From an optimization exercise on the open Yosys and OpenROAD flow, aimed at small area and a short achievable clock period; shortcuts taken in it are not production practice. Only simulation tests tie the RTL to the original design; equivalence was not proved. No activity file was given, so power comes from the tool's default toggle rates.

== run 1 ==
==> flow/design.v <==
module fifo_sync #(
    parameter WIDTH = 32,
    parameter DEPTH = 64
) (
    input  logic clk,
    input  logic rst_n,
    input  logic wr_en,
    input  logic rd_en,
    input  logic [WIDTH-1:0] wr_data,
    output logic [WIDTH-1:0] rd_data,
    output logic full,
    output logic empty,
    output logic almost_full,
    output logic [$clog2(DEPTH):0] count
);
    localparam PTR_WIDTH = $clog2(DEPTH);
    logic [WIDTH-1:0] mem [0:DEPTH-1];
    logic [PTR_WIDTH-1:0] wr_ptr;
    logic [DEPTH-1:0] rd_sel;    
    logic [PTR_WIDTH:0] cnt;
    logic full_q, empty_q, afull_q;
    assign count       = cnt;
    assign full        = full_q;
    assign empty       = empty_q;
    assign almost_full = afull_q;
    wire wr_fire = wr_en & ~full_q;
    wire rd_fire = rd_en & ~empty_q;
    wire inc = wr_fire & ~rd_fire;
    wire dec = rd_fire & ~wr_fire;
    always_ff @(posedge clk) begin
        for (int i = 0; i < DEPTH; i++)
            if (!full_q && wr_ptr == i) mem[i] <= wr_data;
    end
    logic [WIDTH-1:0] head;
    always_comb begin
        head = '0;
        for (int i = 0; i < DEPTH; i++)
            head = head | (mem[i] & {WIDTH{rd_sel[i]}});
    end
    always_ff @(posedge clk or negedge rst_n) begin
        if (!rst_n) begin
            wr_ptr  <= '0;
            rd_sel  <= DEPTH'(1);
            cnt     <= '0;
            full_q  <= 1'b0;
            empty_q <= 1'b1;
            afull_q <= 1'b0;
            rd_data <= '0;
        end else begin
            if (wr_fire) wr_ptr <= wr_ptr + 1'b1;
            if (rd_fire) begin
                rd_sel  <= {rd_sel[DEPTH-2:0], rd_sel[DEPTH-1]};
                rd_data <= head;
            end
            if (inc) begin
                cnt     <= cnt + 1'b1;
                full_q  <= (cnt == DEPTH-1);
                empty_q <= 1'b0;
                afull_q <= (cnt >= DEPTH-2);
            end else if (dec) begin
                cnt     <= cnt - 1'b1;
                full_q  <= 1'b0;
                empty_q <= (cnt == 1);
                afull_q <= (cnt == DEPTH);
            end
        end
    end
endmodule
export LEC_CHECK = 0
export CAP_MARGIN = 20
export CORE_MARGIN = 2
export CORE_UTILIZATION = 50
export CTS_BUF_LIST = sky130_fd_sc_hd__clkbuf_16
export CTS_CLUSTER_DIAMETER = 80
export CTS_CLUSTER_SIZE = 26
export SETUP_SLACK_MARGIN = 1.4
export SLEW_MARGIN = 20
create_clock -name core_clock -period 3.8 [get_ports {clk}]
run.sh (not shown) runs the stock make flow with config.mk's settings and CLKGATE_MAP_FILE= SYNTH_SCRIPT=/design/flow/synth_recipe.tcl, a recipe that flattens the netlist after the stock synthesis.
Changes in run 3 relative to run 1:
==> flow/design.v <==
module fifo_sync #(
    parameter WIDTH = 32,
    parameter DEPTH = 64
) (
    input  logic clk,
    input  logic rst_n,
    input  logic wr_en,
    input  logic rd_en,
    input  logic [WIDTH-1:0] wr_data,
    output logic [WIDTH-1:0] rd_data,
    output logic full,
    output logic empty,
    output logic almost_full,
    output logic [$clog2(DEPTH):0] count
);
    localparam LO = 8;
    localparam HI = DEPTH / LO;
    logic [WIDTH-1:0] mem [0:DEPTH-1];
    logic [LO-1:0] wr_lo;
    logic [HI-1:0] wr_hi, wr_hig;
    logic [DEPTH-1:0] rd_sel;    
    logic [$clog2(DEPTH):0] cnt;
    logic full_q, empty_q, afull_q;
    assign count       = cnt;
    assign full        = full_q;
    assign empty       = empty_q;
    assign almost_full = afull_q;
    wire wr_fire = wr_en & ~full_q;
    wire rd_fire = rd_en & ~empty_q;
    wire inc = wr_fire & ~rd_fire;
    wire dec = rd_fire & ~wr_fire;
    wire full_nx = inc ? (cnt == DEPTH-1) : (dec ? 1'b0 : full_q);
    wire [HI-1:0] wr_hi_nx = (wr_fire && wr_lo[LO-1]) ? {wr_hi[HI-2:0], wr_hi[HI-1]} : wr_hi;
    always_ff @(posedge clk) begin
        for (int i = 0; i < DEPTH; i++)
            if (wr_hig[i/LO] && wr_lo[i%LO]) mem[i] <= wr_data;
    end
    logic [WIDTH-1:0] head;
    always_comb begin
        head = '0;
        for (int i = 0; i < DEPTH; i++)
            head = head | (mem[i] & {WIDTH{rd_sel[i]}});
    end
    always_ff @(posedge clk or negedge rst_n) begin
        if (!rst_n) begin
            wr_lo   <= LO'(1);
            wr_hi   <= HI'(1);
            wr_hig  <= HI'(1);
            rd_sel  <= DEPTH'(1);
            cnt     <= '0;
            full_q  <= 1'b0;
            empty_q <= 1'b1;
            afull_q <= 1'b0;
            rd_data <= '0;
        end else begin
            if (wr_fire) wr_lo <= {wr_lo[LO-2:0], wr_lo[LO-1]};
            wr_hi  <= wr_hi_nx;
            wr_hig <= wr_hi_nx & {HI{~full_nx}};
            if (rd_fire) begin
                rd_sel  <= {rd_sel[DEPTH-2:0], rd_sel[DEPTH-1]};
                rd_data <= head;
            end
            full_q <= full_nx;
            if (inc) begin
                cnt     <= cnt + 1'b1;
                empty_q <= 1'b0;
                afull_q <= (cnt >= DEPTH-2);
            end else if (dec) begin
                cnt     <= cnt - 1'b1;
                empty_q <= (cnt == 1);
                afull_q <= (cnt == DEPTH);
            end
        end
    end
endmodule
### Flow results
- Run 3 completed end to end with timing, DRC and antenna clean.
- Peak per-stage delay on the critical path essentially unchanged between run 3 and run 1.
- Worst slew margin relative to its limit, run 1 and run 3: smaller value in run 3
- Between run 1 and run 3, the number of detailed-routing iterations run before antenna repair does not differ in any meaningful way.
- In the flow results for run 1 and run 3, the sum of routed wire segments on met1 is smaller on run 3.
- Looking only at count of filler cells inserted in the layout, and setting everything else aside, the lower value of run 1 and run 3 goes to run 1.
- Changes observed in run 3 relative to run 1: cell area moved down; via count -1.4%.
- Power: run 3 better than run 1

## re-timing with driven ports
The flow's constraints put no driver on any port. The routed layouts listed below were extracted and timed again, unchanged, in two steps.
Step 1 assumes that a clkbuf_16 drives the clock port and a buf_2 every other input.
Step 2 times the ports against the registers' clock, not the clock port: input delays grow and output delays shrink by t, the midpoint of the rising clock arrivals with the driver on.
Three values: ideal ports, drivers, drivers and shift; two values: the first two.
run	t (ns)	slack for setup (ns)	hold slack, ns	latest minus earliest clock arrival (ns)
run 1	0.855	1.347 / 1.305 / 0.727	0.049 / 0.000 / 0.494	0.045 / 0.045
run 3	0.855	1.343 / 1.304 / 0.727	0.093 / 0.059 / 0.507	0.065 / 0.064
After both steps every run listed still meets setup and hold. The setup slack of run 1, which loses most, moves by -0.042 ns with the drivers and by -0.620 ns with both steps.
